This design comes from an exercise in tuning for small area, a short achievable clock period and few clock cycles per item on the open sky130 flow, not from production work. No functional check of the RTL was part of this run. Power figures rest on the tool's default switching activity, not on a simulated workload.

## flow/design.v

```verilog
module mulN #(parameter N = 2)(input [N-1:0]a,b,output [2*N:0]res);
  wire [N-1:0][2*N:0]row;
  wire [N-1:0][2*N:0]shiftrow;
  wire [N-2:0][2*N:0] partialProd;
  genvar i,j;
  for(i=0;i<N;i=i+1) begin
    assign row[i][2*N:N] = {(N+1){1'b0}};
    for(j=0;j<N;j=j+1) begin
      assign row[i][j] = a[j]&b[i];
    end
    assign shiftrow[i] = row[i]<<i;
    if(i==N-1) begin
      assign res = shiftrow[i]+partialProd[i-1];
    end
    else if(i!=0) begin
      assign partialProd[i] = shiftrow[i] + partialProd[i-1];
    end
    else assign partialProd[i] = shiftrow[i];
  end
endmodule
module mul_top (
  input              clk,
  input              rst,
  input              in_valid,
  input      [15:0]  a,
  input      [15:0]  b,
  output             out_valid,
  output     [32:0]  res
);
  reg [15:0] a_q, b_q;
  always @(posedge clk) begin a_q <= a; b_q <= b; end
  reg [2:0] v;
  always @(posedge clk) begin
    if (rst) v <= 0;
    else v <= {v[1:0], in_valid};
  end
  assign out_valid = v[2];
  wire pp_0_0 = a_q[0] & b_q[0];
  wire pp_0_1 = a_q[1] & b_q[0];
  wire pp_0_2 = a_q[2] & b_q[0];
  wire pp_0_3 = a_q[3] & b_q[0];
  wire pp_0_4 = a_q[4] & b_q[0];
  wire pp_0_5 = a_q[5] & b_q[0];
  wire pp_0_6 = a_q[6] & b_q[0];
  wire pp_0_7 = a_q[7] & b_q[0];
  wire pp_0_8 = a_q[8] & b_q[0];
  wire pp_0_9 = a_q[9] & b_q[0];
  wire pp_0_10 = a_q[10] & b_q[0];
  wire pp_0_11 = a_q[11] & b_q[0];
  wire pp_0_12 = a_q[12] & b_q[0];
  wire pp_0_13 = a_q[13] & b_q[0];
  wire pp_0_14 = a_q[14] & b_q[0];
  wire pp_0_15 = a_q[15] & b_q[0];
  wire pp_1_0 = a_q[0] & b_q[1];
  wire pp_1_1 = a_q[1] & b_q[1];
  wire pp_1_2 = a_q[2] & b_q[1];
  wire pp_1_3 = a_q[3] & b_q[1];
  wire pp_1_4 = a_q[4] & b_q[1];
  wire pp_1_5 = a_q[5] & b_q[1];
  wire pp_1_6 = a_q[6] & b_q[1];
  wire pp_1_7 = a_q[7] & b_q[1];
  wire pp_1_8 = a_q[8] & b_q[1];
  wire pp_1_9 = a_q[9] & b_q[1];
  wire pp_1_10 = a_q[10] & b_q[1];
  wire pp_1_11 = a_q[11] & b_q[1];
  wire pp_1_12 = a_q[12] & b_q[1];
  wire pp_1_13 = a_q[13] & b_q[1];
  wire pp_1_14 = a_q[14] & b_q[1];
  wire pp_1_15 = a_q[15] & b_q[1];
  wire pp_2_0 = a_q[0] & b_q[2];
  wire pp_2_1 = a_q[1] & b_q[2];
  wire pp_2_2 = a_q[2] & b_q[2];
  wire pp_2_3 = a_q[3] & b_q[2];
  wire pp_2_4 = a_q[4] & b_q[2];
  wire pp_2_5 = a_q[5] & b_q[2];
  wire pp_2_6 = a_q[6] & b_q[2];
  wire pp_2_7 = a_q[7] & b_q[2];
  wire pp_2_8 = a_q[8] & b_q[2];
  wire pp_2_9 = a_q[9] & b_q[2];
  wire pp_2_10 = a_q[10] & b_q[2];
  wire pp_2_11 = a_q[11] & b_q[2];
  wire pp_2_12 = a_q[12] & b_q[2];
  wire pp_2_13 = a_q[13] & b_q[2];
  wire pp_2_14 = a_q[14] & b_q[2];
  wire pp_2_15 = a_q[15] & b_q[2];
  wire pp_3_0 = a_q[0] & b_q[3];
  wire pp_3_1 = a_q[1] & b_q[3];
  wire pp_3_2 = a_q[2] & b_q[3];
  wire pp_3_3 = a_q[3] & b_q[3];
  wire pp_3_4 = a_q[4] & b_q[3];
  wire pp_3_5 = a_q[5] & b_q[3];
  wire pp_3_6 = a_q[6] & b_q[3];
  wire pp_3_7 = a_q[7] & b_q[3];
  wire pp_3_8 = a_q[8] & b_q[3];
  wire pp_3_9 = a_q[9] & b_q[3];
  wire pp_3_10 = a_q[10] & b_q[3];
  wire pp_3_11 = a_q[11] & b_q[3];
  wire pp_3_12 = a_q[12] & b_q[3];
  wire pp_3_13 = a_q[13] & b_q[3];
  wire pp_3_14 = a_q[14] & b_q[3];
  wire pp_3_15 = a_q[15] & b_q[3];
  wire pp_4_0 = a_q[0] & b_q[4];
  wire pp_4_1 = a_q[1] & b_q[4];
  wire pp_4_2 = a_q[2] & b_q[4];
  wire pp_4_3 = a_q[3] & b_q[4];
  wire pp_4_4 = a_q[4] & b_q[4];
  wire pp_4_5 = a_q[5] & b_q[4];
  wire pp_4_6 = a_q[6] & b_q[4];
  wire pp_4_7 = a_q[7] & b_q[4];
  wire pp_4_8 = a_q[8] & b_q[4];
  wire pp_4_9 = a_q[9] & b_q[4];
  wire pp_4_10 = a_q[10] & b_q[4];
  wire pp_4_11 = a_q[11] & b_q[4];
  wire pp_4_12 = a_q[12] & b_q[4];
  wire pp_4_13 = a_q[13] & b_q[4];
  wire pp_4_14 = a_q[14] & b_q[4];
  wire pp_4_15 = a_q[15] & b_q[4];
  wire pp_5_0 = a_q[0] & b_q[5];
  wire pp_5_1 = a_q[1] & b_q[5];
  wire pp_5_2 = a_q[2] & b_q[5];
  wire pp_5_3 = a_q[3] & b_q[5];
  wire pp_5_4 = a_q[4] & b_q[5];
  wire pp_5_5 = a_q[5] & b_q[5];
  wire pp_5_6 = a_q[6] & b_q[5];
  wire pp_5_7 = a_q[7] & b_q[5];
  wire pp_5_8 = a_q[8] & b_q[5];
  wire pp_5_9 = a_q[9] & b_q[5];
  wire pp_5_10 = a_q[10] & b_q[5];
  wire pp_5_11 = a_q[11] & b_q[5];
  wire pp_5_12 = a_q[12] & b_q[5];
  wire pp_5_13 = a_q[13] & b_q[5];
  wire pp_5_14 = a_q[14] & b_q[5];
  wire pp_5_15 = a_q[15] & b_q[5];
  wire pp_6_0 = a_q[0] & b_q[6];
  wire pp_6_1 = a_q[1] & b_q[6];
  wire pp_6_2 = a_q[2] & b_q[6];
  wire pp_6_3 = a_q[3] & b_q[6];
  wire pp_6_4 = a_q[4] & b_q[6];
  wire pp_6_5 = a_q[5] & b_q[6];
  wire pp_6_6 = a_q[6] & b_q[6];
  wire pp_6_7 = a_q[7] & b_q[6];
  wire pp_6_8 = a_q[8] & b_q[6];
  wire pp_6_9 = a_q[9] & b_q[6];
  wire pp_6_10 = a_q[10] & b_q[6];
  wire pp_6_11 = a_q[11] & b_q[6];
  wire pp_6_12 = a_q[12] & b_q[6];
  wire pp_6_13 = a_q[13] & b_q[6];
  wire pp_6_14 = a_q[14] & b_q[6];
  wire pp_6_15 = a_q[15] & b_q[6];
  wire pp_7_0 = a_q[0] & b_q[7];
  wire pp_7_1 = a_q[1] & b_q[7];
  wire pp_7_2 = a_q[2] & b_q[7];
  wire pp_7_3 = a_q[3] & b_q[7];
  wire pp_7_4 = a_q[4] & b_q[7];
  wire pp_7_5 = a_q[5] & b_q[7];
  wire pp_7_6 = a_q[6] & b_q[7];
  wire pp_7_7 = a_q[7] & b_q[7];
  wire pp_7_8 = a_q[8] & b_q[7];
  wire pp_7_9 = a_q[9] & b_q[7];
  wire pp_7_10 = a_q[10] & b_q[7];
  wire pp_7_11 = a_q[11] & b_q[7];
  wire pp_7_12 = a_q[12] & b_q[7];
  wire pp_7_13 = a_q[13] & b_q[7];
  wire pp_7_14 = a_q[14] & b_q[7];
  wire pp_7_15 = a_q[15] & b_q[7];
  wire pp_8_0 = a_q[0] & b_q[8];
  wire pp_8_1 = a_q[1] & b_q[8];
  wire pp_8_2 = a_q[2] & b_q[8];
  wire pp_8_3 = a_q[3] & b_q[8];
  wire pp_8_4 = a_q[4] & b_q[8];
  wire pp_8_5 = a_q[5] & b_q[8];
  wire pp_8_6 = a_q[6] & b_q[8];
  wire pp_8_7 = a_q[7] & b_q[8];
  wire pp_8_8 = a_q[8] & b_q[8];
  wire pp_8_9 = a_q[9] & b_q[8];
  wire pp_8_10 = a_q[10] & b_q[8];
  wire pp_8_11 = a_q[11] & b_q[8];
  wire pp_8_12 = a_q[12] & b_q[8];
  wire pp_8_13 = a_q[13] & b_q[8];
  wire pp_8_14 = a_q[14] & b_q[8];
  wire pp_8_15 = a_q[15] & b_q[8];
  wire pp_9_0 = a_q[0] & b_q[9];
  wire pp_9_1 = a_q[1] & b_q[9];
  wire pp_9_2 = a_q[2] & b_q[9];
  wire pp_9_3 = a_q[3] & b_q[9];
  wire pp_9_4 = a_q[4] & b_q[9];
  wire pp_9_5 = a_q[5] & b_q[9];
  wire pp_9_6 = a_q[6] & b_q[9];
  wire pp_9_7 = a_q[7] & b_q[9];
  wire pp_9_8 = a_q[8] & b_q[9];
  wire pp_9_9 = a_q[9] & b_q[9];
  wire pp_9_10 = a_q[10] & b_q[9];
  wire pp_9_11 = a_q[11] & b_q[9];
  wire pp_9_12 = a_q[12] & b_q[9];
  wire pp_9_13 = a_q[13] & b_q[9];
  wire pp_9_14 = a_q[14] & b_q[9];
  wire pp_9_15 = a_q[15] & b_q[9];
  wire pp_10_0 = a_q[0] & b_q[10];
  wire pp_10_1 = a_q[1] & b_q[10];
  wire pp_10_2 = a_q[2] & b_q[10];
  wire pp_10_3 = a_q[3] & b_q[10];
  wire pp_10_4 = a_q[4] & b_q[10];
  wire pp_10_5 = a_q[5] & b_q[10];
  wire pp_10_6 = a_q[6] & b_q[10];
  wire pp_10_7 = a_q[7] & b_q[10];
  wire pp_10_8 = a_q[8] & b_q[10];
  wire pp_10_9 = a_q[9] & b_q[10];
  wire pp_10_10 = a_q[10] & b_q[10];
  wire pp_10_11 = a_q[11] & b_q[10];
  wire pp_10_12 = a_q[12] & b_q[10];
  wire pp_10_13 = a_q[13] & b_q[10];
  wire pp_10_14 = a_q[14] & b_q[10];
  wire pp_10_15 = a_q[15] & b_q[10];
  wire pp_11_0 = a_q[0] & b_q[11];
  wire pp_11_1 = a_q[1] & b_q[11];
  wire pp_11_2 = a_q[2] & b_q[11];
  wire pp_11_3 = a_q[3] & b_q[11];
  wire pp_11_4 = a_q[4] & b_q[11];
  wire pp_11_5 = a_q[5] & b_q[11];
  wire pp_11_6 = a_q[6] & b_q[11];
  wire pp_11_7 = a_q[7] & b_q[11];
  wire pp_11_8 = a_q[8] & b_q[11];
  wire pp_11_9 = a_q[9] & b_q[11];
  wire pp_11_10 = a_q[10] & b_q[11];
  wire pp_11_11 = a_q[11] & b_q[11];
  wire pp_11_12 = a_q[12] & b_q[11];
  wire pp_11_13 = a_q[13] & b_q[11];
  wire pp_11_14 = a_q[14] & b_q[11];
  wire pp_11_15 = a_q[15] & b_q[11];
  wire pp_12_0 = a_q[0] & b_q[12];
  wire pp_12_1 = a_q[1] & b_q[12];
  wire pp_12_2 = a_q[2] & b_q[12];
  wire pp_12_3 = a_q[3] & b_q[12];
  wire pp_12_4 = a_q[4] & b_q[12];
  wire pp_12_5 = a_q[5] & b_q[12];
  wire pp_12_6 = a_q[6] & b_q[12];
  wire pp_12_7 = a_q[7] & b_q[12];
  wire pp_12_8 = a_q[8] & b_q[12];
  wire pp_12_9 = a_q[9] & b_q[12];
  wire pp_12_10 = a_q[10] & b_q[12];
  wire pp_12_11 = a_q[11] & b_q[12];
  wire pp_12_12 = a_q[12] & b_q[12];
  wire pp_12_13 = a_q[13] & b_q[12];
  wire pp_12_14 = a_q[14] & b_q[12];
  wire pp_12_15 = a_q[15] & b_q[12];
  wire pp_13_0 = a_q[0] & b_q[13];
  wire pp_13_1 = a_q[1] & b_q[13];
  wire pp_13_2 = a_q[2] & b_q[13];
  wire pp_13_3 = a_q[3] & b_q[13];
  wire pp_13_4 = a_q[4] & b_q[13];
  wire pp_13_5 = a_q[5] & b_q[13];
  wire pp_13_6 = a_q[6] & b_q[13];
  wire pp_13_7 = a_q[7] & b_q[13];
  wire pp_13_8 = a_q[8] & b_q[13];
  wire pp_13_9 = a_q[9] & b_q[13];
  wire pp_13_10 = a_q[10] & b_q[13];
  wire pp_13_11 = a_q[11] & b_q[13];
  wire pp_13_12 = a_q[12] & b_q[13];
  wire pp_13_13 = a_q[13] & b_q[13];
  wire pp_13_14 = a_q[14] & b_q[13];
  wire pp_13_15 = a_q[15] & b_q[13];
  wire pp_14_0 = a_q[0] & b_q[14];
  wire pp_14_1 = a_q[1] & b_q[14];
  wire pp_14_2 = a_q[2] & b_q[14];
  wire pp_14_3 = a_q[3] & b_q[14];
  wire pp_14_4 = a_q[4] & b_q[14];
  wire pp_14_5 = a_q[5] & b_q[14];
  wire pp_14_6 = a_q[6] & b_q[14];
  wire pp_14_7 = a_q[7] & b_q[14];
  wire pp_14_8 = a_q[8] & b_q[14];
  wire pp_14_9 = a_q[9] & b_q[14];
  wire pp_14_10 = a_q[10] & b_q[14];
  wire pp_14_11 = a_q[11] & b_q[14];
  wire pp_14_12 = a_q[12] & b_q[14];
  wire pp_14_13 = a_q[13] & b_q[14];
  wire pp_14_14 = a_q[14] & b_q[14];
  wire pp_14_15 = a_q[15] & b_q[14];
  wire pp_15_0 = a_q[0] & b_q[15];
  wire pp_15_1 = a_q[1] & b_q[15];
  wire pp_15_2 = a_q[2] & b_q[15];
  wire pp_15_3 = a_q[3] & b_q[15];
  wire pp_15_4 = a_q[4] & b_q[15];
  wire pp_15_5 = a_q[5] & b_q[15];
  wire pp_15_6 = a_q[6] & b_q[15];
  wire pp_15_7 = a_q[7] & b_q[15];
  wire pp_15_8 = a_q[8] & b_q[15];
  wire pp_15_9 = a_q[9] & b_q[15];
  wire pp_15_10 = a_q[10] & b_q[15];
  wire pp_15_11 = a_q[11] & b_q[15];
  wire pp_15_12 = a_q[12] & b_q[15];
  wire pp_15_13 = a_q[13] & b_q[15];
  wire pp_15_14 = a_q[14] & b_q[15];
  wire pp_15_15 = a_q[15] & b_q[15];
  wire s1 = pp_0_13 ^ pp_1_12;
  wire c2 = pp_0_13 & pp_1_12;
  wire s3 = pp_0_14 ^ pp_1_13 ^ pp_2_12;
  wire c4 = (pp_0_14 & pp_1_13) | (pp_0_14 & pp_2_12) | (pp_1_13 & pp_2_12);
  wire s5 = pp_3_11 ^ pp_4_10;
  wire c6 = pp_3_11 & pp_4_10;
  wire s7 = pp_0_15 ^ pp_1_14 ^ pp_2_13;
  wire c8 = (pp_0_15 & pp_1_14) | (pp_0_15 & pp_2_13) | (pp_1_14 & pp_2_13);
  wire s9 = pp_3_12 ^ pp_4_11 ^ pp_5_10;
  wire c10 = (pp_3_12 & pp_4_11) | (pp_3_12 & pp_5_10) | (pp_4_11 & pp_5_10);
  wire s11 = pp_6_9 ^ pp_7_8;
  wire c12 = pp_6_9 & pp_7_8;
  wire s13 = pp_1_15 ^ pp_2_14 ^ pp_3_13;
  wire c14 = (pp_1_15 & pp_2_14) | (pp_1_15 & pp_3_13) | (pp_2_14 & pp_3_13);
  wire s15 = pp_4_12 ^ pp_5_11 ^ pp_6_10;
  wire c16 = (pp_4_12 & pp_5_11) | (pp_4_12 & pp_6_10) | (pp_5_11 & pp_6_10);
  wire s17 = pp_7_9 ^ pp_8_8;
  wire c18 = pp_7_9 & pp_8_8;
  wire s19 = pp_2_15 ^ pp_3_14 ^ pp_4_13;
  wire c20 = (pp_2_15 & pp_3_14) | (pp_2_15 & pp_4_13) | (pp_3_14 & pp_4_13);
  wire s21 = pp_5_12 ^ pp_6_11 ^ pp_7_10;
  wire c22 = (pp_5_12 & pp_6_11) | (pp_5_12 & pp_7_10) | (pp_6_11 & pp_7_10);
  wire s23 = pp_3_15 ^ pp_4_14 ^ pp_5_13;
  wire c24 = (pp_3_15 & pp_4_14) | (pp_3_15 & pp_5_13) | (pp_4_14 & pp_5_13);
  wire s25 = pp_0_9 ^ pp_1_8;
  wire c26 = pp_0_9 & pp_1_8;
  wire s27 = pp_0_10 ^ pp_1_9 ^ pp_2_8;
  wire c28 = (pp_0_10 & pp_1_9) | (pp_0_10 & pp_2_8) | (pp_1_9 & pp_2_8);
  wire s29 = pp_3_7 ^ pp_4_6;
  wire c30 = pp_3_7 & pp_4_6;
  wire s31 = pp_0_11 ^ pp_1_10 ^ pp_2_9;
  wire c32 = (pp_0_11 & pp_1_10) | (pp_0_11 & pp_2_9) | (pp_1_10 & pp_2_9);
  wire s33 = pp_3_8 ^ pp_4_7 ^ pp_5_6;
  wire c34 = (pp_3_8 & pp_4_7) | (pp_3_8 & pp_5_6) | (pp_4_7 & pp_5_6);
  wire s35 = pp_6_5 ^ pp_7_4;
  wire c36 = pp_6_5 & pp_7_4;
  wire s37 = pp_0_12 ^ pp_1_11 ^ pp_2_10;
  wire c38 = (pp_0_12 & pp_1_11) | (pp_0_12 & pp_2_10) | (pp_1_11 & pp_2_10);
  wire s39 = pp_3_9 ^ pp_4_8 ^ pp_5_7;
  wire c40 = (pp_3_9 & pp_4_8) | (pp_3_9 & pp_5_7) | (pp_4_8 & pp_5_7);
  wire s41 = pp_6_6 ^ pp_7_5 ^ pp_8_4;
  wire c42 = (pp_6_6 & pp_7_5) | (pp_6_6 & pp_8_4) | (pp_7_5 & pp_8_4);
  wire s43 = pp_9_3 ^ pp_10_2;
  wire c44 = pp_9_3 & pp_10_2;
  wire s45 = s1 ^ pp_2_11 ^ pp_3_10;
  wire c46 = (s1 & pp_2_11) | (s1 & pp_3_10) | (pp_2_11 & pp_3_10);
  wire s47 = pp_4_9 ^ pp_5_8 ^ pp_6_7;
  wire c48 = (pp_4_9 & pp_5_8) | (pp_4_9 & pp_6_7) | (pp_5_8 & pp_6_7);
  wire s49 = pp_7_6 ^ pp_8_5 ^ pp_9_4;
  wire c50 = (pp_7_6 & pp_8_5) | (pp_7_6 & pp_9_4) | (pp_8_5 & pp_9_4);
  wire s51 = pp_10_3 ^ pp_11_2 ^ pp_12_1;
  wire c52 = (pp_10_3 & pp_11_2) | (pp_10_3 & pp_12_1) | (pp_11_2 & pp_12_1);
  wire s53 = s3 ^ s5 ^ pp_5_9;
  wire c54 = (s3 & s5) | (s3 & pp_5_9) | (s5 & pp_5_9);
  wire s55 = pp_6_8 ^ pp_7_7 ^ pp_8_6;
  wire c56 = (pp_6_8 & pp_7_7) | (pp_6_8 & pp_8_6) | (pp_7_7 & pp_8_6);
  wire s57 = pp_9_5 ^ pp_10_4 ^ pp_11_3;
  wire c58 = (pp_9_5 & pp_10_4) | (pp_9_5 & pp_11_3) | (pp_10_4 & pp_11_3);
  wire s59 = pp_12_2 ^ pp_13_1 ^ pp_14_0;
  wire c60 = (pp_12_2 & pp_13_1) | (pp_12_2 & pp_14_0) | (pp_13_1 & pp_14_0);
  wire s61 = s7 ^ s9 ^ s11;
  wire c62 = (s7 & s9) | (s7 & s11) | (s9 & s11);
  wire s63 = pp_8_7 ^ pp_9_6 ^ pp_10_5;
  wire c64 = (pp_8_7 & pp_9_6) | (pp_8_7 & pp_10_5) | (pp_9_6 & pp_10_5);
  wire s65 = pp_11_4 ^ pp_12_3 ^ pp_13_2;
  wire c66 = (pp_11_4 & pp_12_3) | (pp_11_4 & pp_13_2) | (pp_12_3 & pp_13_2);
  wire s67 = pp_14_1 ^ pp_15_0 ^ c4;
  wire c68 = (pp_14_1 & pp_15_0) | (pp_14_1 & c4) | (pp_15_0 & c4);
  wire s69 = s13 ^ s15 ^ s17;
  wire c70 = (s13 & s15) | (s13 & s17) | (s15 & s17);
  wire s71 = pp_9_7 ^ pp_10_6 ^ pp_11_5;
  wire c72 = (pp_9_7 & pp_10_6) | (pp_9_7 & pp_11_5) | (pp_10_6 & pp_11_5);
  wire s73 = pp_12_4 ^ pp_13_3 ^ pp_14_2;
  wire c74 = (pp_12_4 & pp_13_3) | (pp_12_4 & pp_14_2) | (pp_13_3 & pp_14_2);
  wire s75 = pp_15_1 ^ c8 ^ c10;
  wire c76 = (pp_15_1 & c8) | (pp_15_1 & c10) | (c8 & c10);
  wire s77 = s19 ^ s21 ^ pp_8_9;
  wire c78 = (s19 & s21) | (s19 & pp_8_9) | (s21 & pp_8_9);
  wire s79 = pp_9_8 ^ pp_10_7 ^ pp_11_6;
  wire c80 = (pp_9_8 & pp_10_7) | (pp_9_8 & pp_11_6) | (pp_10_7 & pp_11_6);
  wire s81 = pp_12_5 ^ pp_13_4 ^ pp_14_3;
  wire c82 = (pp_12_5 & pp_13_4) | (pp_12_5 & pp_14_3) | (pp_13_4 & pp_14_3);
  wire s83 = pp_15_2 ^ c14 ^ c16;
  wire c84 = (pp_15_2 & c14) | (pp_15_2 & c16) | (c14 & c16);
  wire s85 = s23 ^ pp_6_12 ^ pp_7_11;
  wire c86 = (s23 & pp_6_12) | (s23 & pp_7_11) | (pp_6_12 & pp_7_11);
  wire s87 = pp_8_10 ^ pp_9_9 ^ pp_10_8;
  wire c88 = (pp_8_10 & pp_9_9) | (pp_8_10 & pp_10_8) | (pp_9_9 & pp_10_8);
  wire s89 = pp_11_7 ^ pp_12_6 ^ pp_13_5;
  wire c90 = (pp_11_7 & pp_12_6) | (pp_11_7 & pp_13_5) | (pp_12_6 & pp_13_5);
  wire s91 = pp_14_4 ^ pp_15_3 ^ c20;
  wire c92 = (pp_14_4 & pp_15_3) | (pp_14_4 & c20) | (pp_15_3 & c20);
  wire s93 = pp_4_15 ^ pp_5_14 ^ pp_6_13;
  wire c94 = (pp_4_15 & pp_5_14) | (pp_4_15 & pp_6_13) | (pp_5_14 & pp_6_13);
  wire s95 = pp_7_12 ^ pp_8_11 ^ pp_9_10;
  wire c96 = (pp_7_12 & pp_8_11) | (pp_7_12 & pp_9_10) | (pp_8_11 & pp_9_10);
  wire s97 = pp_10_9 ^ pp_11_8 ^ pp_12_7;
  wire c98 = (pp_10_9 & pp_11_8) | (pp_10_9 & pp_12_7) | (pp_11_8 & pp_12_7);
  wire s99 = pp_13_6 ^ pp_14_5 ^ pp_15_4;
  wire c100 = (pp_13_6 & pp_14_5) | (pp_13_6 & pp_15_4) | (pp_14_5 & pp_15_4);
  wire s101 = pp_5_15 ^ pp_6_14 ^ pp_7_13;
  wire c102 = (pp_5_15 & pp_6_14) | (pp_5_15 & pp_7_13) | (pp_6_14 & pp_7_13);
  wire s103 = pp_8_12 ^ pp_9_11 ^ pp_10_10;
  wire c104 = (pp_8_12 & pp_9_11) | (pp_8_12 & pp_10_10) | (pp_9_11 & pp_10_10);
  wire s105 = pp_11_9 ^ pp_12_8 ^ pp_13_7;
  wire c106 = (pp_11_9 & pp_12_8) | (pp_11_9 & pp_13_7) | (pp_12_8 & pp_13_7);
  wire s107 = pp_6_15 ^ pp_7_14 ^ pp_8_13;
  wire c108 = (pp_6_15 & pp_7_14) | (pp_6_15 & pp_8_13) | (pp_7_14 & pp_8_13);
  wire s109 = pp_9_12 ^ pp_10_11 ^ pp_11_10;
  wire c110 = (pp_9_12 & pp_10_11) | (pp_9_12 & pp_11_10) | (pp_10_11 & pp_11_10);
  wire s111 = pp_7_15 ^ pp_8_14 ^ pp_9_13;
  wire c112 = (pp_7_15 & pp_8_14) | (pp_7_15 & pp_9_13) | (pp_8_14 & pp_9_13);
  wire s113 = pp_0_6 ^ pp_1_5;
  wire c114 = pp_0_6 & pp_1_5;
  wire s115 = pp_0_7 ^ pp_1_6 ^ pp_2_5;
  wire c116 = (pp_0_7 & pp_1_6) | (pp_0_7 & pp_2_5) | (pp_1_6 & pp_2_5);
  wire s117 = pp_3_4 ^ pp_4_3;
  wire c118 = pp_3_4 & pp_4_3;
  wire s119 = pp_0_8 ^ pp_1_7 ^ pp_2_6;
  wire c120 = (pp_0_8 & pp_1_7) | (pp_0_8 & pp_2_6) | (pp_1_7 & pp_2_6);
  wire s121 = pp_3_5 ^ pp_4_4 ^ pp_5_3;
  wire c122 = (pp_3_5 & pp_4_4) | (pp_3_5 & pp_5_3) | (pp_4_4 & pp_5_3);
  wire s123 = pp_6_2 ^ pp_7_1;
  wire c124 = pp_6_2 & pp_7_1;
  wire s125 = s25 ^ pp_2_7 ^ pp_3_6;
  wire c126 = (s25 & pp_2_7) | (s25 & pp_3_6) | (pp_2_7 & pp_3_6);
  wire s127 = pp_4_5 ^ pp_5_4 ^ pp_6_3;
  wire c128 = (pp_4_5 & pp_5_4) | (pp_4_5 & pp_6_3) | (pp_5_4 & pp_6_3);
  wire s129 = pp_7_2 ^ pp_8_1 ^ pp_9_0;
  wire c130 = (pp_7_2 & pp_8_1) | (pp_7_2 & pp_9_0) | (pp_8_1 & pp_9_0);
  wire s131 = s27 ^ s29 ^ pp_5_5;
  wire c132 = (s27 & s29) | (s27 & pp_5_5) | (s29 & pp_5_5);
  wire s133 = pp_6_4 ^ pp_7_3 ^ pp_8_2;
  wire c134 = (pp_6_4 & pp_7_3) | (pp_6_4 & pp_8_2) | (pp_7_3 & pp_8_2);
  wire s135 = pp_9_1 ^ pp_10_0 ^ c26;
  wire c136 = (pp_9_1 & pp_10_0) | (pp_9_1 & c26) | (pp_10_0 & c26);
  wire s137 = s31 ^ s33 ^ s35;
  wire c138 = (s31 & s33) | (s31 & s35) | (s33 & s35);
  wire s139 = pp_8_3 ^ pp_9_2 ^ pp_10_1;
  wire c140 = (pp_8_3 & pp_9_2) | (pp_8_3 & pp_10_1) | (pp_9_2 & pp_10_1);
  wire s141 = pp_11_0 ^ c28 ^ c30;
  wire c142 = (pp_11_0 & c28) | (pp_11_0 & c30) | (c28 & c30);
  wire s143 = s37 ^ s39 ^ s41;
  wire c144 = (s37 & s39) | (s37 & s41) | (s39 & s41);
  wire s145 = s43 ^ pp_11_1 ^ pp_12_0;
  wire c146 = (s43 & pp_11_1) | (s43 & pp_12_0) | (pp_11_1 & pp_12_0);
  wire s147 = c32 ^ c34 ^ c36;
  wire c148 = (c32 & c34) | (c32 & c36) | (c34 & c36);
  wire s149 = s45 ^ s47 ^ s49;
  wire c150 = (s45 & s47) | (s45 & s49) | (s47 & s49);
  wire s151 = s51 ^ pp_13_0 ^ c38;
  wire c152 = (s51 & pp_13_0) | (s51 & c38) | (pp_13_0 & c38);
  wire s153 = c40 ^ c42 ^ c44;
  wire c154 = (c40 & c42) | (c40 & c44) | (c42 & c44);
  wire s155 = s53 ^ s55 ^ s57;
  wire c156 = (s53 & s55) | (s53 & s57) | (s55 & s57);
  wire s157 = s59 ^ c2 ^ c46;
  wire c158 = (s59 & c2) | (s59 & c46) | (c2 & c46);
  wire s159 = c48 ^ c50 ^ c52;
  wire c160 = (c48 & c50) | (c48 & c52) | (c50 & c52);
  wire s161 = s61 ^ s63 ^ s65;
  wire c162 = (s61 & s63) | (s61 & s65) | (s63 & s65);
  wire s163 = s67 ^ c6 ^ c54;
  wire c164 = (s67 & c6) | (s67 & c54) | (c6 & c54);
  wire s165 = c56 ^ c58 ^ c60;
  wire c166 = (c56 & c58) | (c56 & c60) | (c58 & c60);
  wire s167 = s69 ^ s71 ^ s73;
  wire c168 = (s69 & s71) | (s69 & s73) | (s71 & s73);
  wire s169 = s75 ^ c12 ^ c62;
  wire c170 = (s75 & c12) | (s75 & c62) | (c12 & c62);
  wire s171 = c64 ^ c66 ^ c68;
  wire c172 = (c64 & c66) | (c64 & c68) | (c66 & c68);
  wire s173 = s77 ^ s79 ^ s81;
  wire c174 = (s77 & s79) | (s77 & s81) | (s79 & s81);
  wire s175 = s83 ^ c18 ^ c70;
  wire c176 = (s83 & c18) | (s83 & c70) | (c18 & c70);
  wire s177 = c72 ^ c74 ^ c76;
  wire c178 = (c72 & c74) | (c72 & c76) | (c74 & c76);
  wire s179 = s85 ^ s87 ^ s89;
  wire c180 = (s85 & s87) | (s85 & s89) | (s87 & s89);
  wire s181 = s91 ^ c22 ^ c78;
  wire c182 = (s91 & c22) | (s91 & c78) | (c22 & c78);
  wire s183 = c80 ^ c82 ^ c84;
  wire c184 = (c80 & c82) | (c80 & c84) | (c82 & c84);
  wire s185 = s93 ^ s95 ^ s97;
  wire c186 = (s93 & s95) | (s93 & s97) | (s95 & s97);
  wire s187 = s99 ^ c24 ^ c86;
  wire c188 = (s99 & c24) | (s99 & c86) | (c24 & c86);
  wire s189 = c88 ^ c90 ^ c92;
  wire c190 = (c88 & c90) | (c88 & c92) | (c90 & c92);
  wire s191 = s101 ^ s103 ^ s105;
  wire c192 = (s101 & s103) | (s101 & s105) | (s103 & s105);
  wire s193 = pp_14_6 ^ pp_15_5 ^ c94;
  wire c194 = (pp_14_6 & pp_15_5) | (pp_14_6 & c94) | (pp_15_5 & c94);
  wire s195 = c96 ^ c98 ^ c100;
  wire c196 = (c96 & c98) | (c96 & c100) | (c98 & c100);
  wire s197 = s107 ^ s109 ^ pp_12_9;
  wire c198 = (s107 & s109) | (s107 & pp_12_9) | (s109 & pp_12_9);
  wire s199 = pp_13_8 ^ pp_14_7 ^ pp_15_6;
  wire c200 = (pp_13_8 & pp_14_7) | (pp_13_8 & pp_15_6) | (pp_14_7 & pp_15_6);
  wire s201 = c102 ^ c104 ^ c106;
  wire c202 = (c102 & c104) | (c102 & c106) | (c104 & c106);
  wire s203 = s111 ^ pp_10_12 ^ pp_11_11;
  wire c204 = (s111 & pp_10_12) | (s111 & pp_11_11) | (pp_10_12 & pp_11_11);
  wire s205 = pp_12_10 ^ pp_13_9 ^ pp_14_8;
  wire c206 = (pp_12_10 & pp_13_9) | (pp_12_10 & pp_14_8) | (pp_13_9 & pp_14_8);
  wire s207 = pp_15_7 ^ c108 ^ c110;
  wire c208 = (pp_15_7 & c108) | (pp_15_7 & c110) | (c108 & c110);
  wire s209 = pp_8_15 ^ pp_9_14 ^ pp_10_13;
  wire c210 = (pp_8_15 & pp_9_14) | (pp_8_15 & pp_10_13) | (pp_9_14 & pp_10_13);
  wire s211 = pp_11_12 ^ pp_12_11 ^ pp_13_10;
  wire c212 = (pp_11_12 & pp_12_11) | (pp_11_12 & pp_13_10) | (pp_12_11 & pp_13_10);
  wire s213 = pp_14_9 ^ pp_15_8 ^ c112;
  wire c214 = (pp_14_9 & pp_15_8) | (pp_14_9 & c112) | (pp_15_8 & c112);
  wire s215 = pp_9_15 ^ pp_10_14 ^ pp_11_13;
  wire c216 = (pp_9_15 & pp_10_14) | (pp_9_15 & pp_11_13) | (pp_10_14 & pp_11_13);
  wire s217 = pp_12_12 ^ pp_13_11 ^ pp_14_10;
  wire c218 = (pp_12_12 & pp_13_11) | (pp_12_12 & pp_14_10) | (pp_13_11 & pp_14_10);
  wire s219 = pp_10_15 ^ pp_11_14 ^ pp_12_13;
  wire c220 = (pp_10_15 & pp_11_14) | (pp_10_15 & pp_12_13) | (pp_11_14 & pp_12_13);
  wire s221 = pp_0_4 ^ pp_1_3;
  wire c222 = pp_0_4 & pp_1_3;
  wire s223 = pp_0_5 ^ pp_1_4 ^ pp_2_3;
  wire c224 = (pp_0_5 & pp_1_4) | (pp_0_5 & pp_2_3) | (pp_1_4 & pp_2_3);
  wire s225 = pp_3_2 ^ pp_4_1;
  wire c226 = pp_3_2 & pp_4_1;
  wire s227 = s113 ^ pp_2_4 ^ pp_3_3;
  wire c228 = (s113 & pp_2_4) | (s113 & pp_3_3) | (pp_2_4 & pp_3_3);
  wire s229 = pp_4_2 ^ pp_5_1 ^ pp_6_0;
  wire c230 = (pp_4_2 & pp_5_1) | (pp_4_2 & pp_6_0) | (pp_5_1 & pp_6_0);
  wire s231 = s115 ^ s117 ^ pp_5_2;
  wire c232 = (s115 & s117) | (s115 & pp_5_2) | (s117 & pp_5_2);
  wire s233 = pp_6_1 ^ pp_7_0 ^ c114;
  wire c234 = (pp_6_1 & pp_7_0) | (pp_6_1 & c114) | (pp_7_0 & c114);
  wire s235 = s119 ^ s121 ^ s123;
  wire c236 = (s119 & s121) | (s119 & s123) | (s121 & s123);
  wire s237 = pp_8_0 ^ c116 ^ c118;
  wire c238 = (pp_8_0 & c116) | (pp_8_0 & c118) | (c116 & c118);
  wire s239 = s125 ^ s127 ^ s129;
  wire c240 = (s125 & s127) | (s125 & s129) | (s127 & s129);
  wire s241 = c120 ^ c122 ^ c124;
  wire c242 = (c120 & c122) | (c120 & c124) | (c122 & c124);
  wire s243 = s131 ^ s133 ^ s135;
  wire c244 = (s131 & s133) | (s131 & s135) | (s133 & s135);
  wire s245 = c126 ^ c128 ^ c130;
  wire c246 = (c126 & c128) | (c126 & c130) | (c128 & c130);
  wire s247 = s137 ^ s139 ^ s141;
  wire c248 = (s137 & s139) | (s137 & s141) | (s139 & s141);
  wire s249 = c132 ^ c134 ^ c136;
  wire c250 = (c132 & c134) | (c132 & c136) | (c134 & c136);
  wire s251 = s143 ^ s145 ^ s147;
  wire c252 = (s143 & s145) | (s143 & s147) | (s145 & s147);
  wire s253 = c138 ^ c140 ^ c142;
  wire c254 = (c138 & c140) | (c138 & c142) | (c140 & c142);
  wire s255 = s149 ^ s151 ^ s153;
  wire c256 = (s149 & s151) | (s149 & s153) | (s151 & s153);
  wire s257 = c144 ^ c146 ^ c148;
  wire c258 = (c144 & c146) | (c144 & c148) | (c146 & c148);
  wire s259 = s155 ^ s157 ^ s159;
  wire c260 = (s155 & s157) | (s155 & s159) | (s157 & s159);
  wire s261 = c150 ^ c152 ^ c154;
  wire c262 = (c150 & c152) | (c150 & c154) | (c152 & c154);
  wire s263 = s161 ^ s163 ^ s165;
  wire c264 = (s161 & s163) | (s161 & s165) | (s163 & s165);
  wire s265 = c156 ^ c158 ^ c160;
  wire c266 = (c156 & c158) | (c156 & c160) | (c158 & c160);
  wire s267 = s167 ^ s169 ^ s171;
  wire c268 = (s167 & s169) | (s167 & s171) | (s169 & s171);
  wire s269 = c162 ^ c164 ^ c166;
  wire c270 = (c162 & c164) | (c162 & c166) | (c164 & c166);
  wire s271 = s173 ^ s175 ^ s177;
  wire c272 = (s173 & s175) | (s173 & s177) | (s175 & s177);
  wire s273 = c168 ^ c170 ^ c172;
  wire c274 = (c168 & c170) | (c168 & c172) | (c170 & c172);
  wire s275 = s179 ^ s181 ^ s183;
  wire c276 = (s179 & s181) | (s179 & s183) | (s181 & s183);
  wire s277 = c174 ^ c176 ^ c178;
  wire c278 = (c174 & c176) | (c174 & c178) | (c176 & c178);
  wire s279 = s185 ^ s187 ^ s189;
  wire c280 = (s185 & s187) | (s185 & s189) | (s187 & s189);
  wire s281 = c180 ^ c182 ^ c184;
  wire c282 = (c180 & c182) | (c180 & c184) | (c182 & c184);
  wire s283 = s191 ^ s193 ^ s195;
  wire c284 = (s191 & s193) | (s191 & s195) | (s193 & s195);
  wire s285 = c186 ^ c188 ^ c190;
  wire c286 = (c186 & c188) | (c186 & c190) | (c188 & c190);
  wire s287 = s197 ^ s199 ^ s201;
  wire c288 = (s197 & s199) | (s197 & s201) | (s199 & s201);
  wire s289 = c192 ^ c194 ^ c196;
  wire c290 = (c192 & c194) | (c192 & c196) | (c194 & c196);
  wire s291 = s203 ^ s205 ^ s207;
  wire c292 = (s203 & s205) | (s203 & s207) | (s205 & s207);
  wire s293 = c198 ^ c200 ^ c202;
  wire c294 = (c198 & c200) | (c198 & c202) | (c200 & c202);
  wire s295 = s209 ^ s211 ^ s213;
  wire c296 = (s209 & s211) | (s209 & s213) | (s211 & s213);
  wire s297 = c204 ^ c206 ^ c208;
  wire c298 = (c204 & c206) | (c204 & c208) | (c206 & c208);
  wire s299 = s215 ^ s217 ^ pp_15_9;
  wire c300 = (s215 & s217) | (s215 & pp_15_9) | (s217 & pp_15_9);
  wire s301 = c210 ^ c212 ^ c214;
  wire c302 = (c210 & c212) | (c210 & c214) | (c212 & c214);
  wire s303 = s219 ^ pp_13_12 ^ pp_14_11;
  wire c304 = (s219 & pp_13_12) | (s219 & pp_14_11) | (pp_13_12 & pp_14_11);
  wire s305 = pp_15_10 ^ c216 ^ c218;
  wire c306 = (pp_15_10 & c216) | (pp_15_10 & c218) | (c216 & c218);
  wire s307 = pp_11_15 ^ pp_12_14 ^ pp_13_13;
  wire c308 = (pp_11_15 & pp_12_14) | (pp_11_15 & pp_13_13) | (pp_12_14 & pp_13_13);
  wire s309 = pp_14_12 ^ pp_15_11 ^ c220;
  wire c310 = (pp_14_12 & pp_15_11) | (pp_14_12 & c220) | (pp_15_11 & c220);
  wire s311 = pp_12_15 ^ pp_13_14 ^ pp_14_13;
  wire c312 = (pp_12_15 & pp_13_14) | (pp_12_15 & pp_14_13) | (pp_13_14 & pp_14_13);
  wire s313 = pp_0_3 ^ pp_1_2;
  wire c314 = pp_0_3 & pp_1_2;
  wire s315 = s221 ^ pp_2_2 ^ pp_3_1;
  wire c316 = (s221 & pp_2_2) | (s221 & pp_3_1) | (pp_2_2 & pp_3_1);
  wire s317 = s223 ^ s225 ^ pp_5_0;
  wire c318 = (s223 & s225) | (s223 & pp_5_0) | (s225 & pp_5_0);
  wire s319 = s227 ^ s229 ^ c224;
  wire c320 = (s227 & s229) | (s227 & c224) | (s229 & c224);
  wire s321 = s231 ^ s233 ^ c228;
  wire c322 = (s231 & s233) | (s231 & c228) | (s233 & c228);
  wire s323 = s235 ^ s237 ^ c232;
  wire c324 = (s235 & s237) | (s235 & c232) | (s237 & c232);
  wire s325 = s239 ^ s241 ^ c236;
  wire c326 = (s239 & s241) | (s239 & c236) | (s241 & c236);
  wire s327 = s243 ^ s245 ^ c240;
  wire c328 = (s243 & s245) | (s243 & c240) | (s245 & c240);
  wire s329 = s247 ^ s249 ^ c244;
  wire c330 = (s247 & s249) | (s247 & c244) | (s249 & c244);
  wire s331 = s251 ^ s253 ^ c248;
  wire c332 = (s251 & s253) | (s251 & c248) | (s253 & c248);
  wire s333 = s255 ^ s257 ^ c252;
  wire c334 = (s255 & s257) | (s255 & c252) | (s257 & c252);
  wire s335 = s259 ^ s261 ^ c256;
  wire c336 = (s259 & s261) | (s259 & c256) | (s261 & c256);
  wire s337 = s263 ^ s265 ^ c260;
  wire c338 = (s263 & s265) | (s263 & c260) | (s265 & c260);
  wire s339 = s267 ^ s269 ^ c264;
  wire c340 = (s267 & s269) | (s267 & c264) | (s269 & c264);
  wire s341 = s271 ^ s273 ^ c268;
  wire c342 = (s271 & s273) | (s271 & c268) | (s273 & c268);
  wire s343 = s275 ^ s277 ^ c272;
  wire c344 = (s275 & s277) | (s275 & c272) | (s277 & c272);
  wire s345 = s279 ^ s281 ^ c276;
  wire c346 = (s279 & s281) | (s279 & c276) | (s281 & c276);
  wire s347 = s283 ^ s285 ^ c280;
  wire c348 = (s283 & s285) | (s283 & c280) | (s285 & c280);
  wire s349 = s287 ^ s289 ^ c284;
  wire c350 = (s287 & s289) | (s287 & c284) | (s289 & c284);
  wire s351 = s291 ^ s293 ^ c288;
  wire c352 = (s291 & s293) | (s291 & c288) | (s293 & c288);
  wire s353 = s295 ^ s297 ^ c292;
  wire c354 = (s295 & s297) | (s295 & c292) | (s297 & c292);
  wire s355 = s299 ^ s301 ^ c296;
  wire c356 = (s299 & s301) | (s299 & c296) | (s301 & c296);
  wire s357 = s303 ^ s305 ^ c300;
  wire c358 = (s303 & s305) | (s303 & c300) | (s305 & c300);
  wire s359 = s307 ^ s309 ^ c304;
  wire c360 = (s307 & s309) | (s307 & c304) | (s309 & c304);
  wire s361 = s311 ^ pp_15_12 ^ c308;
  wire c362 = (s311 & pp_15_12) | (s311 & c308) | (pp_15_12 & c308);
  wire s363 = pp_13_15 ^ pp_14_14 ^ pp_15_13;
  wire c364 = (pp_13_15 & pp_14_14) | (pp_13_15 & pp_15_13) | (pp_14_14 & pp_15_13);
  reg [87:0] rst5;
  always @(posedge clk) rst5 <= {pp_15_15, c364, pp_15_14, pp_14_15, c362, c312, s363, c360, c310, s361, c358, c306, s359, c356, c302, s357, c354, c298, s355, c352, c294, s353, c350, c290, s351, c348, c286, s349, c346, c282, s347, c344, c278, s345, c342, c274, s343, c340, c270, s341, c338, c266, s339, c336, c262, s337, c334, c258, s335, c332, c254, s333, c330, c250, s331, c328, c246, s329, c326, c242, s327, c324, c238, s325, c322, c234, s323, c320, c230, s321, c318, c226, s319, c316, c222, s317, c314, pp_4_0, s315, pp_3_0, pp_2_1, s313, pp_2_0, pp_1_1, pp_0_2, pp_1_0, pp_0_1, pp_0_0};
  wire s365 = rst5[3] ^ rst5[4];
  wire c366 = rst5[3] & rst5[4];
  wire s367 = rst5[6] ^ rst5[7] ^ rst5[8];
  wire c368 = (rst5[6] & rst5[7]) | (rst5[6] & rst5[8]) | (rst5[7] & rst5[8]);
  wire s369 = rst5[9] ^ rst5[10] ^ rst5[11];
  wire c370 = (rst5[9] & rst5[10]) | (rst5[9] & rst5[11]) | (rst5[10] & rst5[11]);
  wire s371 = rst5[12] ^ rst5[13] ^ rst5[14];
  wire c372 = (rst5[12] & rst5[13]) | (rst5[12] & rst5[14]) | (rst5[13] & rst5[14]);
  wire s373 = rst5[15] ^ rst5[16] ^ rst5[17];
  wire c374 = (rst5[15] & rst5[16]) | (rst5[15] & rst5[17]) | (rst5[16] & rst5[17]);
  wire s375 = rst5[18] ^ rst5[19] ^ rst5[20];
  wire c376 = (rst5[18] & rst5[19]) | (rst5[18] & rst5[20]) | (rst5[19] & rst5[20]);
  wire s377 = rst5[21] ^ rst5[22] ^ rst5[23];
  wire c378 = (rst5[21] & rst5[22]) | (rst5[21] & rst5[23]) | (rst5[22] & rst5[23]);
  wire s379 = rst5[24] ^ rst5[25] ^ rst5[26];
  wire c380 = (rst5[24] & rst5[25]) | (rst5[24] & rst5[26]) | (rst5[25] & rst5[26]);
  wire s381 = rst5[27] ^ rst5[28] ^ rst5[29];
  wire c382 = (rst5[27] & rst5[28]) | (rst5[27] & rst5[29]) | (rst5[28] & rst5[29]);
  wire s383 = rst5[30] ^ rst5[31] ^ rst5[32];
  wire c384 = (rst5[30] & rst5[31]) | (rst5[30] & rst5[32]) | (rst5[31] & rst5[32]);
  wire s385 = rst5[33] ^ rst5[34] ^ rst5[35];
  wire c386 = (rst5[33] & rst5[34]) | (rst5[33] & rst5[35]) | (rst5[34] & rst5[35]);
  wire s387 = rst5[36] ^ rst5[37] ^ rst5[38];
  wire c388 = (rst5[36] & rst5[37]) | (rst5[36] & rst5[38]) | (rst5[37] & rst5[38]);
  wire s389 = rst5[39] ^ rst5[40] ^ rst5[41];
  wire c390 = (rst5[39] & rst5[40]) | (rst5[39] & rst5[41]) | (rst5[40] & rst5[41]);
  wire s391 = rst5[42] ^ rst5[43] ^ rst5[44];
  wire c392 = (rst5[42] & rst5[43]) | (rst5[42] & rst5[44]) | (rst5[43] & rst5[44]);
  wire s393 = rst5[45] ^ rst5[46] ^ rst5[47];
  wire c394 = (rst5[45] & rst5[46]) | (rst5[45] & rst5[47]) | (rst5[46] & rst5[47]);
  wire s395 = rst5[48] ^ rst5[49] ^ rst5[50];
  wire c396 = (rst5[48] & rst5[49]) | (rst5[48] & rst5[50]) | (rst5[49] & rst5[50]);
  wire s397 = rst5[51] ^ rst5[52] ^ rst5[53];
  wire c398 = (rst5[51] & rst5[52]) | (rst5[51] & rst5[53]) | (rst5[52] & rst5[53]);
  wire s399 = rst5[54] ^ rst5[55] ^ rst5[56];
  wire c400 = (rst5[54] & rst5[55]) | (rst5[54] & rst5[56]) | (rst5[55] & rst5[56]);
  wire s401 = rst5[57] ^ rst5[58] ^ rst5[59];
  wire c402 = (rst5[57] & rst5[58]) | (rst5[57] & rst5[59]) | (rst5[58] & rst5[59]);
  wire s403 = rst5[60] ^ rst5[61] ^ rst5[62];
  wire c404 = (rst5[60] & rst5[61]) | (rst5[60] & rst5[62]) | (rst5[61] & rst5[62]);
  wire s405 = rst5[63] ^ rst5[64] ^ rst5[65];
  wire c406 = (rst5[63] & rst5[64]) | (rst5[63] & rst5[65]) | (rst5[64] & rst5[65]);
  wire s407 = rst5[66] ^ rst5[67] ^ rst5[68];
  wire c408 = (rst5[66] & rst5[67]) | (rst5[66] & rst5[68]) | (rst5[67] & rst5[68]);
  wire s409 = rst5[69] ^ rst5[70] ^ rst5[71];
  wire c410 = (rst5[69] & rst5[70]) | (rst5[69] & rst5[71]) | (rst5[70] & rst5[71]);
  wire s411 = rst5[72] ^ rst5[73] ^ rst5[74];
  wire c412 = (rst5[72] & rst5[73]) | (rst5[72] & rst5[74]) | (rst5[73] & rst5[74]);
  wire s413 = rst5[75] ^ rst5[76] ^ rst5[77];
  wire c414 = (rst5[75] & rst5[76]) | (rst5[75] & rst5[77]) | (rst5[76] & rst5[77]);
  wire s415 = rst5[78] ^ rst5[79] ^ rst5[80];
  wire c416 = (rst5[78] & rst5[79]) | (rst5[78] & rst5[80]) | (rst5[79] & rst5[80]);
  wire s417 = rst5[81] ^ rst5[82] ^ rst5[83];
  wire c418 = (rst5[81] & rst5[82]) | (rst5[81] & rst5[83]) | (rst5[82] & rst5[83]);
  wire s419 = rst5[84] ^ rst5[85] ^ rst5[86];
  wire c420 = (rst5[84] & rst5[85]) | (rst5[84] & rst5[86]) | (rst5[85] & rst5[86]);
  wire [31:0] fa_a = {1'b0, rst5[87], s419, s417, s415, s413, s411, s409, s407, s405, s403, s401, s399, s397, s395, s393, s391, s389, s387, s385, s383, s381, s379, s377, s375, s373, s371, s369, s367, s365, rst5[1], rst5[0]};
  wire [31:0] fa_b = {1'b0, c420, c418, c416, c414, c412, c410, c408, c406, c404, c402, c400, c398, c396, c394, c392, c390, c388, c386, c384, c382, c380, c378, c376, c374, c372, c370, c368, c366, rst5[5], rst5[2], 1'b0};
  wire [31:0] prod = fa_a + fa_b;
  reg [31:0] res_q;
  always @(posedge clk) res_q <= prod;
  assign res = {1'b0, res_q};
endmodule
```

## flow/run.sh

```bash
#!/bin/bash
# synth_recipe.tcl (not shown) runs the flow's synth.tcl, then flattens the netlist and writes it again
# the make line also repeats each setting of config.mk as NAME=value (left out here)
make -C /OpenROAD-flow-scripts/flow DESIGN_CONFIG=/design/flow/config.mk WORK_HOME=/design/flow/orfs CLKGATE_MAP_FILE= SYNTH_SCRIPT=/design/flow/synth_recipe.tcl finish
```

## flow/config.mk

```make
export PLATFORM = sky130hd
export DESIGN_NAME = mul_top
export DESIGN_NICKNAME = mul_top
export VERILOG_FILES = /design/flow/design.v
export SDC_FILE = /design/flow/constraint.sdc
export NUM_CORES = 4
export LEC_CHECK = 0
export CAP_MARGIN = 20
export CORE_MARGIN = 2
export CORE_UTILIZATION = 40
export SLEW_MARGIN = 20
```

## flow/constraint.sdc

```tcl
create_clock -name core_clock -period 10.0 [get_ports {clk}]
set_input_delay 2.0000 -clock core_clock [delete_from_list [all_inputs] [get_ports {clk}]]
set_output_delay 2.0000 -clock core_clock [all_outputs]
set_load 0.01 [all_outputs]
```

==> results by group <==
Outcome
  – Outcome: timing/DRC/antenna clean

Detailed routing
  – Post-Route WL: 25.2 mm
  – Vias per std cell: 4.83
  – Via count: 7170
  – Antenna-violating nets left: 0
  – DR WL/cell: 17.0 um
  – DR pass1 iterations: 5
  – Residual DRC count: 0
  – DR iter-0 viols: 410

Power and ir drop
  – Combinational share of power: 54.2%
  – Switching Power: 1430 uW
  – Pwr Total: 3500 uW
  – Leakage power: 0.00592 uW
  – Worst VDD drop: 0.000149 V
  – Switch share: 40.9%
  – Internal power: 2070 uW
  – Sequential share of power: 26.3%
  – Pwr Density: 279 mW/mm2
  – Clk pwr share: 19.5%

Layout
  – Antenna Cells: 0
  – Fill count: 2579
  – Commonest non-fill, non-tap cell in the layout: inv_1
  – Synth-to-Final Area Change: 14.0%
  – Nets: 1406
  – Reg area: 0.00310 mm2
  – Fraction of layout cells with a size suffix above 1: 3.76%
  – Fin util: 46.5%
  – Area of the multi-input gates: 0.00696 mm2
  – Commonest non-fill, non-tap cells in the layout: inv_1, fa_1, dfxtp_1

CTS
  – Clock Latency Late Sink: 0.42 ns
  – Post-CTS setup buffer count: 0
  – CTS H-tree depth: 4
  – Hold_buf cts: 0
  – Clock Pin Slew Worst Setup and Hold Paths: 0.06 ns
  – CTS root buf: clkbuf_16
  – Max clock buf depth: 2
  – Cts bufs inserted: 17
  – Clock sink count: 155
  – CTS tree: yes
  – Post-CTS Resized: 0

Logic synthesis
  – Post-synthesis sequential area ratio: 28.2%
  – Syn. warnings: 1
  – Ys flop type: dfxtp_1
  – Post-Syn Area: 0.0110 mm2
  – Area contributors post-synth: fa_1, dfxtp_1, and2_1
  – Synth top area share: 35.6%
  – Syn nets: 1359
  – Synth Instances: 1083
  – Synth cell types: 54
  – Async S/R FF share, synth: 0%
  – Post-synth EDFFs: 0
  – Syn_area_per_cell: 10.2 um2
  – Seq cells post-synth: 155
  – Synth area leader: fa_1

Critical path
  – Worst R2R Path Depth: 9
  – Critical Path Max Stage Delay: 0.69 ns
  – Worst reg2reg startpoint: a_q[12]
  – R2r setup slk: 6.30 ns
  – Slowest-stage cell, CP: dfxtp_1
  – WP data required: 10.29 ns
  – Largest fanout on the critical path: 16
  – Startpoint types: flip-flop
  – CP endpoint: rst5[39]
  – CP Cell Sequence: nand2_1 -> fa_1 -> inv_1 -> fa_1 -> fa_1 -> inv_1 -> fa_1 -> inv_1 -> fa_1
  – R2R Path End: rst5[39]
  – Critical path type: flip-flop to flip-flop
  – Critical path capture point type: flip-flop
  – Crit path top cell by count: fa_1
  – Crit path from: a_q[12]
  – Worst Path Arrival: 3.99 ns

Floorplanning
  – Initial Utilization: 40.8%
  – Height of the die: 170 um
  – IO Count: 69
  – Core Area: 0.0270 mm2
  – Die area: 0.0289 mm2
  – Cell Rows: 60
  – Die W: 170 um

Place
  – Number of port buffers: 67
  – Routability-driven placement congestion ratio: 0.861
  – HPWL Detailed: 19.6 mm

Timing
  – Final Max Slew Viols: 0
  – Worst slew pin tran: 0.839 ns
  – Min Hold Slack: 0.326 ns
  – RSZ-0062 raised after global routing: false
  – Setup TNS: 0 ns
  – Hold Fails Final Rpt: 0
  – Final min period: 3.70 ns
  – Slew headroom: 44.0%
  – Setup-failing EPs final: 0
  – Final clock skew: 0.0133 ns
  – Fmax achieved: 270 MHz
  – Final period util: 37.0%

Global route
  – Vias in the first global route: 7708
  – Antenna violations before repair: 0
  – GR Overflow Total: 0
  – Largest net degree at the start of global routing: 17
  – GRT Overall Usage: 19.1%
  – First-pass GRT wire length: 42.0 mm

Hold path
  – Worst hold stages: 0
  – Worst hold path class: flip-flop to flip-flop

Run
  – MaxCap Viol Count: 0
[cell families (layout without fill, tap and decap cells)]
kind of cell | count (synthesis) | count (layout) | synth area share (%)
compound gates | 96 | 96 | 6.07
xor+xnor | 25 | 25 | 1.99
fa+ha+maj | 241 | 241 | 40.7
buf+inv | 250 | 310 | 8.71
flops | 155 | 155 | 28.2
other cells | 1 | 1 | 0.0340
simple gates | 315 | 315 | 14.3
[worst min path at each step]
stage               startpoint  endpoint  slack [ns]
floorplan              rst5[0]  res_q[0]        0.31
global placement       rst5[0]  res_q[0]        0.31
detailed placement     rst5[0]  res_q[0]        0.32
global route           rst5[0]  res_q[0]        0.33
CTS                    rst5[0]  res_q[0]        0.33
finish                 rst5[0]  res_q[0]        0.33
[final cells by class]
type | count | area share (%)
Sequential cell | 155 | 24.7
Clock buffer | 22 | 3.54
Multi-Input combinational cell | 678 | 55.4
Tap cell | 341 | 3.40
Inverter | 211 | 6.31
Timing Repair Buffer | 67 | 5.34
Clock inverter | 10 | 1.31
[flip-flops by register name (all words and copies together) (netlist names)]
signal	flops
a_q	16
b_q	16
res_q	32
rst5	88
v	3
[synth_stat cells, types with 2 or more instances]
master,number
o21ai_1,7
or3_1,2
o211ai_1,4
o21bai_1,5
buf_6,2
dfxtp_1,155
o21ai_0,11
nor2b_1,6
nand3_1,7
a211o_1,2
buf_2,2
nor2_1,17
o21ai_2,3
a21oi_1,29
fa_1,196
o31ai_1,2
a31oi_1,2
nand4_1,6
a211oi_1,4
inv_1,211
ha_1,45
clkbuf_1,34
xnor2_1,15
nand2_1,139
nor3_1,3
and2_1,128
xor2_1,10
a21o_1,10
[per-layer routing]
metal / global-route usage [%] / routed length, um / up-vias
met1: 27.0 / 11900 / 3595
li1: - / - / 3329
met2: 29.7 / 11300 / 210
met3: 3.86 / 1440 / 36
met5: 0 / 0 / -
met4: 5.87 / 549 / 0
[metrics by stage]
step / cells / setup slack (ns) / area [um2]
4_1_cts: 1484 / 6.32 / 12600
3_3_place_gp: 1452 / 6.43 / 12000
5_1_grt: 1484 / 6.13 / 12600
6_report: 1484 / 6.30 / 12600
2_1_floorplan: 1083 / 6.56 / 11000
3_5_place_dp: 1452 / 6.33 / 12000
[worst max-delay path: cells and delay by family (launching register included)]
| kind | cells | cell delay, ns |
|---|---|---|
| adders and majority gates | 5 | 2.55 |
| buffers and inverters | 3 | 0.16 |
| DFF | 1 | 0.69 |
| and+or+nand+nor | 1 | 0.17 |
[power by group through the flow]
stage / registers (uW) / clock network, uW / logic [uW]
6_report: 921 / 683 / 1900
5_1_grt: 944 / 726 / 2150
3_5_place_dp: 937 / 0 / 1900
4_1_cts: 924 / 700 / 1920
3_3_place_gp: 933 / 0 / 1870
2_1_floorplan: 928 / 0 / 1330

==> what the ideal ports hide <==
In the flow no input, the clock included, has a driving cell. The finished layout below was timed again as built, in two steps. Step 1, drivers: a clkbuf_16 drives clk and a buf_2 each remaining input, both assumed. Step 2 times the ports against the registers' clock, not the clock port: input delays grow and output delays shrink by t, the midpoint of the rising clock arrivals with the driver on. a / b / c = ideal / step 1 / step 2; a / b = the first two.
shift t [ns]: 0.459
slack for setup (ns): 6.301 / 6.301 / 6.301
clock arrival spread, ns: 0.013 / 0.013
worst register clock-pin slew, ns: 0.07 / 0.07
worst slew at a driven data input, ns: 0.05
After both steps setup and hold are still met in this run. For this run, drivers alone change the setup slack by 0.000 ns; drivers and shift together by 0.000 ns.
